This is an optimization exercise on Yosys and OpenROAD, whose aim is small area, not a production implementation.

==> inputs of build 24 <==
## alu_datamem_top
module alu_datamem_top(input clk,	 
        input logic reset,
        input logic RegWrite,
        input logic [15:0] alu_input2_instr_src,
        input logic ALUSrc1, ALUSrc2,
        input logic [3:0] ALUOp,
        input logic MemToReg,
        input logic [2:0] regfile_ReadAddress1,	 
        input logic [2:0] regfile_ReadAddress2,	 
        input logic [2:0] regfile_WriteAddress,	 
        input logic [15:0] DataMemOut,
		output logic ovf_ctrl,
		output logic take_branch,
        output logic [15:0] alu_output,          
        output logic [15:0] regfile_WriteData,
        output logic [15:0] regfile_ReadData1,
        output logic [15:0] regfile_ReadData2,   
        output logic [15:0] alu_input1,
        output logic [15:0] alu_input2
    );
    (* mem2reg *) reg [15:0] mem [0:7];
    logic [7:0] we;
    logic [15:0] wdz;
    logic [127:0] q;
    wdec wdecode(.a(regfile_WriteAddress), .en(RegWrite), .rst(reset), .s(we));
    always @(posedge clk)
        for (int i = 0; i < 8; i = i + 1)
            if (we[i])
                mem[i] <= wdz;
    always_comb
        for (int i = 0; i < 8; i = i + 1)
            q[16 * i +: 16] = mem[i];
    rport rp1(.q(q), .addr(regfile_ReadAddress1), .data(regfile_ReadData1));
    rport rp2(.q(q), .addr(regfile_ReadAddress2), .data(regfile_ReadData2));
    assign alu_input1 = regfile_ReadData1 & {16{~ALUSrc1}};
  ...
==> module g_a21boi, before the edit <==
module g_a21boi(input logic a1, a2, b1n, output logic y);
    assign y = ~((a1 & a2) | ~b1n);
endmodule
==> module g_nor2b, before the edit <==
module g_nor2b(input logic a, bn, output logic y);
    assign y = ~(a | ~bn);
endmodule
==> module g_a221oi, before the edit <==
module g_a221oi(input logic a1, a2, b1, b2, c1, output logic y);
    assign y = ~((a1 & a2) | (b1 & b2) | c1);
endmodule
==> module g_a21o, before the edit <==
module g_a21o(input logic a1, a2, b1, output logic y);
    assign y = (a1 & a2) | b1;
endmodule
==> module sh_ctl, before the edit <==
module sh_ctl(
input logic [15:0] b,
input logic s0, a15,
output logic big,
output logic [3:0] ka,           
output logic [3:0] kb,           
output logic f1, f2, f3,         
output logic amt3, amt3n, fc     
    );
    logic [3:0] amt;
    logic fill;
    assign big  = |b[15:4];
    assign amt  = b[3:0] | {4{big}};
    assign fill = a15 & ~s0;
    assign ka = {s0 & amt[0], s0 & ~amt[0], ~s0 & amt[0], ~s0 & ~amt[0]};
    assign kb = {amt[2] & amt[1], amt[2] & ~amt[1], ~amt[2] & amt[1], ~amt[2] & ~amt[1]};
    assign f1 = ~fill & (amt[1] | amt[2]);
    assign f2 = ~fill & amt[2];
    assign f3 = ~fill & amt[2] & amt[1];
    assign amt3  = amt[3];
    assign amt3n = ~amt[3];
    assign fc = fill & amt[3];
endmodule
==> module shifter, before the edit <==
module shifter(
input logic [15:0] a,
input logic [3:0] ka, kb,
input logic f1, f2, f3, amt3, amt3n, fc, s0n,
output logic [15:0] y
    );
    logic [15:0] lan, lb, n1, n2;
    genvar i;
    for (i = 0; i < 15; i = i + 1) begin : l1
        g_a222oi u0(.a1(a[i]), .a2(ka[0]), .b1(a[i + 1]), .b2(ka[1]), .c1(a[15 - i]), .c2(ka[2]), .y(n1[i]));
        g_a21boi u1(.a1(a[14 - i]), .a2(ka[3]), .b1n(n1[i]), .y(lan[i]));
    end
    g_a22oi l1_15(.a1(a[15]), .a2(s0n), .b1(a[0]), .b2(ka[2]), .y(lan[15]));
    for (i = 0; i < 16; i = i + 1) begin : l2
        if (i < 10) begin : a4
            g_a222oi u0(.a1(lan[i]), .a2(kb[0]), .b1(lan[i + 2]), .b2(kb[1]), .c1(lan[i + 4]), .c2(kb[2]), .y(n2[i]));
            g_a21boi u1(.a1(lan[i + 6]), .a2(kb[3]), .b1n(n2[i]), .y(lb[i]));
        end else if (i < 12) begin : a3
            g_a222oi u0(.a1(lan[i]), .a2(kb[0]), .b1(lan[i + 2]), .b2(kb[1]), .c1(lan[i + 4]), .c2(kb[2]), .y(n2[i]));
            g_nor2b  u1(.a(f3), .bn(n2[i]), .y(lb[i]));
        end else if (i < 14) begin : a2
            g_a221oi u0(.a1(lan[i]), .a2(kb[0]), .b1(lan[i + 2]), .b2(kb[1]), .c1(f2), .y(lb[i]));
        end else begin : a1
            g_a21oi  u0(.a1(lan[i]), .a2(kb[0]), .b1(f1), .y(lb[i]));
        end
    end
    for (i = 0; i < 16; i = i + 1) begin : l3
        if (i < 8) begin : m
            g_mux2 u(.a(lb[i]), .b(lb[i + 8]), .s(amt3), .y(y[i]));
        end else begin : e
            g_a21o u(.a1(lb[i]), .a2(amt3n), .b1(fc), .y(y[i]));
        end
    end
endmodule
==> module alu, before the edit <==
module alu(
input logic signed [15:0] a,
input logic [15:0] b,
input logic [3:0] s,
output logic ovf, take_branch,
output logic [15:0] f
    );
    logic add, sel_x, sel_g, sel_nbn, sra, sll, op6, op7, big;
    logic [3:0] ka, kb;
    logic f1, f2, f3, amt3, amt3n, fc;
    logic [15:0] y;
    logic [16:1] c;    
    sh_ctl  u_shc(.b(b), .s0(s[0]), .a15(a[15]), .big(big), .ka(ka), .kb(kb),
                  .f1(f1), .f2(f2), .f3(f3), .amt3(amt3), .amt3n(amt3n), .fc(fc));
    alu_ctl u_ctl(.s(s), .big(big), .add(add), .sel_x(sel_x), .sel_g(sel_g), .sel_nbn(sel_nbn),
                  .sra(sra), .sll(sll), .op6(op6), .op7(op7));
    shifter u_sh(.a(a), .ka(ka), .kb(kb), .f1(f1), .f2(f2), .f3(f3), .amt3(amt3), .amt3n(amt3n),
                 .fc(fc), .s0n(~s[0]), .y(y));
    genvar i;
    slice_0 s0(.a(a[0]), .b(b[0]), .add(add), .sel_x(sel_x), .sel_g(sel_g), .sel_nbn(sel_nbn),
               .yr(y[0]), .yl(y[15]), .sra(sra), .sll(sll), .f(f[0]), .coutn(c[1]));
    for (i = 1; i < 16; i = i + 1) begin : gs
        if (i % 2 == 1) begin : o
            slice_o sl(.a(a[i]), .b(b[i]), .cinn(c[i]), .add(add), .sel_x(sel_x), .sel_g(sel_g),
                       .sel_nbn(sel_nbn), .yr(y[i]), .yl(y[15 - i]), .sra(sra), .sll(sll),
                       .f(f[i]), .cout(c[i + 1]));
        end else begin : e
            slice_e sl(.a(a[i]), .b(b[i]), .cin(c[i]), .add(add), .sel_x(sel_x), .sel_g(sel_g),
                       .sel_nbn(sel_nbn), .yr(y[i]), .yl(y[15 - i]), .sra(sra), .sll(sll),
                       .f(f[i]), .coutn(c[i + 1]));
        end
    end
    g_xnor2 u_ovf(.a(c[15]), .b(c[16]), .y(ovf));
    br_flag u_br(.a(a), .op6(op6), .op7(op7), .take_branch(take_branch));
endmodule
==> flow/config.mk <==
export PLATFORM = sky130hd
export DESIGN_NAME = alu_datamem_top
export DESIGN_NICKNAME = alu_datamem_top
export VERILOG_FILES = /design/flow/design.v
export SDC_FILE = /design/flow/constraint.sdc
export NUM_CORES = 4
export LEC_CHECK = 0
export CAP_MARGIN = 20
export CORE_MARGIN = 2
export CORE_UTILIZATION = 55
export GPL_TIMING_DRIVEN = 0
export SLEW_MARGIN = 20
export SYNTH_HIERARCHICAL = 1
export SYNTH_MINIMUM_KEEP_SIZE = 0
==> flow/constraint.sdc <==
create_clock -name core_clock -period 10.0 [get_ports {clk}]
set_input_delay 2.0000 -clock core_clock [delete_from_list [all_inputs] [get_ports {clk}]]
set_output_delay 2.0000 -clock core_clock [all_outputs]
set_load 0.01 [all_outputs]
standard.sh (not shown) runs the stock make flow with config.mk's settings and CLKGATE_MAP_FILE= SYNTH_SCRIPT=/design/flow/synth_recipe.tcl, a recipe that flattens the netlist after the stock synthesis.
==> flow/flow/run.sh <==
#!/bin/bash
# Standard ORFS flow, with these changes to how the layout is made:
#  - before floorplan, combinational cells are set to their smallest drive strength
#    (downsize.tcl); the flow's repair steps size up what timing and loads need;
#  - port buffers are the smallest buffer cell;
#  - clock tree synthesis without dummy balancing loads.
set -uo pipefail
F=$PWD/flow
bash standard.sh PRE_FLOORPLAN_TCL=$F/downsize.tcl \
  "BUFFER_PORTS_ARGS=-buffer_cell sky130_fd_sc_hd__buf_1" \
  "CTS_ARGS=-sink_clustering_enable -repair_clock_nets -buf_list sky130_fd_sc_hd__clkbuf_4 -dont_use_dummy_load" \
  finish > make_finish.log 2>&1
==> flow/flow/downsize.tcl <==
# Before floorplan: put every combinational cell at the smallest drive strength of its
# function (the repair steps later size up whatever timing, slew or load needs).
set n 0
foreach inst [get_cells *] {
  set ref [get_property $inst ref_name]
  if { ![regexp {^(sky130_fd_sc_hd__[a-z0-9]+)_([0-9]+)$} $ref -> base drive] } { continue }
  if { [regexp {__(s?e?s?df|s?dl|conb|tap|fill|decap|diode)} $ref] } { continue }
  set lc [get_lib_cells $ref]
  set best $ref
  set best_area [get_property $lc area]
  set best_drive $drive
  foreach cand [get_lib_cells ${base}_*] {
    set cname [get_property $cand name]
    if { ![regexp {^sky130_fd_sc_hd__[a-z0-9]+_([0-9]+)$} $cname -> cdrive] } { continue }
    if { [get_property $cand dont_use] } { continue }
    set a [get_property $cand area]
    if { $a < $best_area - 1e-6 || ($a < $best_area + 1e-6 && $cdrive > $best_drive && $a <= [get_property $lc area]) } {
      set best $cname
      set best_area $a
      set best_drive $cdrive
    }
  }
  if { $best ne $ref } {
    replace_cell $inst $best
    incr n
  }
}
puts "downsize: replaced $n cells"
==> trial 35 (differences from build 24) <==
--- a/flow/design.v
+++ b/flow/design.v
@@ -57,18 +57,6 @@
 module g_mux2i(input logic a, b, s, output logic y);
     assign y = ~(s ? b : a);
 endmodule
-module g_a21boi(input logic a1, a2, b1n, output logic y);
-    assign y = ~((a1 & a2) | ~b1n);
-endmodule
-module g_nor2b(input logic a, bn, output logic y);
-    assign y = ~(a | ~bn);
-endmodule
-module g_a221oi(input logic a1, a2, b1, b2, c1, output logic y);
-    assign y = ~((a1 & a2) | (b1 & b2) | c1);
-endmodule
-module g_a21o(input logic a1, a2, b1, output logic y);
-    assign y = (a1 & a2) | b1;
-endmodule
 `timescale 1ns / 1ps
 module alu_ctl(
 input logic [3:0] s,
@@ -84,62 +72,13 @@
     assign op6     = (s == 4'd6);
     assign op7     = (s == 4'd7);
 endmodule
-module sh_ctl(
+module sh_amt(
 input logic [15:0] b,
-input logic s0, a15,
-output logic big,
-output logic [3:0] ka,           
-output logic [3:0] kb,           
-output logic f1, f2, f3,         
-output logic amt3, amt3n, fc     
-    );
-    logic [3:0] amt;
-    logic fill;
-    assign big  = |b[15:4];
-    assign amt  = b[3:0] | {4{big}};
-    assign fill = a15 & ~s0;
-    assign ka = {s0 & amt[0], s0 & ~amt[0], ~s0 & amt[0], ~s0 & ~amt[0]};
-    assign kb = {amt[2] & amt[1], amt[2] & ~amt[1], ~amt[2] & amt[1], ~amt[2] & ~amt[1]};
-    assign f1 = ~fill & (amt[1] | amt[2]);
-    assign f2 = ~fill & amt[2];
-    assign f3 = ~fill & amt[2] & amt[1];
-    assign amt3  = amt[3];
-    assign amt3n = ~amt[3];
-    assign fc = fill & amt[3];
-endmodule
-module shifter(
-input logic [15:0] a,
-input logic [3:0] ka, kb,
-input logic f1, f2, f3, amt3, amt3n, fc, s0n,
-output logic [15:0] y
+output logic [3:0] amt,
+output logic big
     );
-    logic [15:0] lan, lb, n1, n2;
-    genvar i;
-    for (i = 0; i < 15; i = i + 1) begin : l1
-        g_a222oi u0(.a1(a[i]), .a2(ka[0]), .b1(a[i + 1]), .b2(ka[1]), .c1(a[15 - i]), .c2(ka[2]), .y(n1[i]));
-        g_a21boi u1(.a1(a[14 - i]), .a2(ka[3]), .b1n(n1[i]), .y(lan[i]));
-    end
-    g_a22oi l1_15(.a1(a[15]), .a2(s0n), .b1(a[0]), .b2(ka[2]), .y(lan[15]));
-    for (i = 0; i < 16; i = i + 1) begin : l2
-        if (i < 10) begin : a4
-            g_a222oi u0(.a1(lan[i]), .a2(kb[0]), .b1(lan[i + 2]), .b2(kb[1]), .c1(lan[i + 4]), .c2(kb[2]), .y(n2[i]));
-            g_a21boi u1(.a1(lan[i + 6]), .a2(kb[3]), .b1n(n2[i]), .y(lb[i]));
-        end else if (i < 12) begin : a3
-            g_a222oi u0(.a1(lan[i]), .a2(kb[0]), .b1(lan[i + 2]), .b2(kb[1]), .c1(lan[i + 4]), .c2(kb[2]), .y(n2[i]));
-            g_nor2b  u1(.a(f3), .bn(n2[i]), .y(lb[i]));
-        end else if (i < 14) begin : a2
-            g_a221oi u0(.a1(lan[i]), .a2(kb[0]), .b1(lan[i + 2]), .b2(kb[1]), .c1(f2), .y(lb[i]));
-        end else begin : a1
-            g_a21oi  u0(.a1(lan[i]), .a2(kb[0]), .b1(f1), .y(lb[i]));
-        end
-    end
-    for (i = 0; i < 16; i = i + 1) begin : l3
-        if (i < 8) begin : m
-            g_mux2 u(.a(lb[i]), .b(lb[i + 8]), .s(amt3), .y(y[i]));
-        end else begin : e
-            g_a21o u(.a1(lb[i]), .a2(amt3n), .b1(fc), .y(y[i]));
-        end
-    end
+    assign big = |b[15:4];
+    assign amt = b[3:0] | {4{big}};
 endmodule
 module out_sel(
 input logic x, sel_x, g, sel_g, yl, sll, b, sel_nbn, yr, sra,
@@ -194,6 +133,23 @@
     assign z = ~|a;
     assign take_branch = (op6 & z) | (op7 & ~z);
 endmodule
+module rshift(
+input logic [15:0] r,
+input logic [3:0] amt,
+input logic fill,
+output logic [15:0] y
+    );
+    logic fill_n;
+    assign fill_n = ~fill;
+    logic [15:0] l0, l1, l2;
+    genvar i;
+    for (i = 0; i < 16; i = i + 1) begin : g
+        g_mux2i m0(.a(r[i]),  .b(i + 1 < 16 ? r[i + 1] : fill),    .s(amt[0]), .y(l0[i]));
+        g_mux2i m1(.a(l0[i]), .b(i + 2 < 16 ? l0[i + 2] : fill_n), .s(amt[1]), .y(l1[i]));
+        g_mux2i m2(.a(l1[i]), .b(i + 4 < 16 ? l1[i + 4] : fill),   .s(amt[2]), .y(l2[i]));
+        g_mux2i m3(.a(l2[i]), .b(i + 8 < 16 ? l2[i + 8] : fill_n), .s(amt[3]), .y(y[i]));
+    end
+endmodule
 module alu(
 input logic signed [15:0] a,
 input logic [15:0] b,
@@ -202,17 +158,17 @@
 output logic [15:0] f
     );
     logic add, sel_x, sel_g, sel_nbn, sra, sll, op6, op7, big;
-    logic [3:0] ka, kb;
-    logic f1, f2, f3, amt3, amt3n, fc;
-    logic [15:0] y;
+    logic [3:0] amt;
+    logic [15:0] r, y;
     logic [16:1] c;    
-    sh_ctl  u_shc(.b(b), .s0(s[0]), .a15(a[15]), .big(big), .ka(ka), .kb(kb),
-                  .f1(f1), .f2(f2), .f3(f3), .amt3(amt3), .amt3n(amt3n), .fc(fc));
+    sh_amt  u_amt(.b(b), .amt(amt), .big(big));
     alu_ctl u_ctl(.s(s), .big(big), .add(add), .sel_x(sel_x), .sel_g(sel_g), .sel_nbn(sel_nbn),
                   .sra(sra), .sll(sll), .op6(op6), .op7(op7));
-    shifter u_sh(.a(a), .ka(ka), .kb(kb), .f1(f1), .f2(f2), .f3(f3), .amt3(amt3), .amt3n(amt3n),
-                 .fc(fc), .s0n(~s[0]), .y(y));
     genvar i;
+    for (i = 0; i < 16; i = i + 1) begin : grev
+        g_mux2 rv(.a(a[i]), .b(a[15 - i]), .s(s[0]), .y(r[i]));
+    end
+    rshift u_sh(.r(r), .amt(amt), .fill(a[15] & ~s[0]), .y(y));
     slice_0 s0(.a(a[0]), .b(b[0]), .add(add), .sel_x(sel_x), .sel_g(sel_g), .sel_nbn(sel_nbn),
                .yr(y[0]), .yl(y[15]), .sra(sra), .sll(sll), .f(f[0]), .coutn(c[1]));
     for (i = 1; i < 16; i = i + 1) begin : gs
==> flow/run.sh (new file) <==
#!/bin/bash
# synth_recipe.tcl (not shown) runs the flow's synth.tcl, then flattens the netlist and writes it again
# the make line also repeats each setting of config.mk as NAME=value (left out here)
make -C /OpenROAD-flow-scripts/flow DESIGN_CONFIG=/design/flow/config.mk WORK_HOME=/design/flow/orfs CLKGATE_MAP_FILE= SYNTH_SCRIPT=/design/flow/synth_recipe.tcl finish
- CORE_UTILIZATION: 55 -> 40
- CTS_BUF_LIST: default -> sky130_fd_sc_hd__clkbuf_4
- GPL_TIMING_DRIVEN: 0 -> default
removed: flow/flow/run.sh
removed: flow/flow/downsize.tcl
removed: flow/standard.sh
==> results.ini <==
[worst_setup_path]
cp_max_fo=15
cp_num_buf_inv=4

[global_routing]
use_met1=0.483

[pwr]
vdd_drop_max_v=0.0000987

[layout]
final_cell_mix=buf_1, edfxtp_1, a222oi_1, mux2_2
layout-drive-gt1-share=0.173

[status]
status=finished clean

[die]
core_sq_um=13200

-- figures above: build 24

==> results.ini <==
[pwr]
vdd_drop_max_v=0.000118
p_clk_frac=0.272
p_clk_mw=0.443

[status]
status=finished clean

[layout]
layout-drive-gt1-share=0.309
final_cell_mix=clkdlybuf4s50_1, edfxtp_1, a222oi_1, mux2i_1, buf_4

[worst_setup_path]
cp_num_buf_inv=3

[die]
core_sq_um=20200

[placement]
dp.cells=1041

-- figures above: trial 35

No functional check of the RTL was part of any run of this note.

separate check: timing with driven ports:
No port has a modelled driver above. Below, the same layouts with a new extraction and two added sets of constraints.
Step 1 assumes that a clkbuf_16 drives the clock port and a buf_2 every other input.
Step 2 adds t to the input delays and takes it off the output delays; t is the mean of the earliest and latest rising clock arrival at the registers after step 1. Input paths then give back, and output paths get back, about the clock's delay inside the block.
Three values: ideal ports, drivers, drivers and shift; two values: the first two.
| run | t (ns) | setup WS [ns] | hold WS [ns] |
|---|---|---|---|
| build 24 | 0.552 | 0.311 / 0.286 / 0.286 | 1.708 / 1.708 / 1.708 |
| trial 35 | 0.561 | 0.295 / 0.270 / 0.270 | 1.613 / 1.613 / 1.613 |
After both steps setup and hold are still met in every run listed.
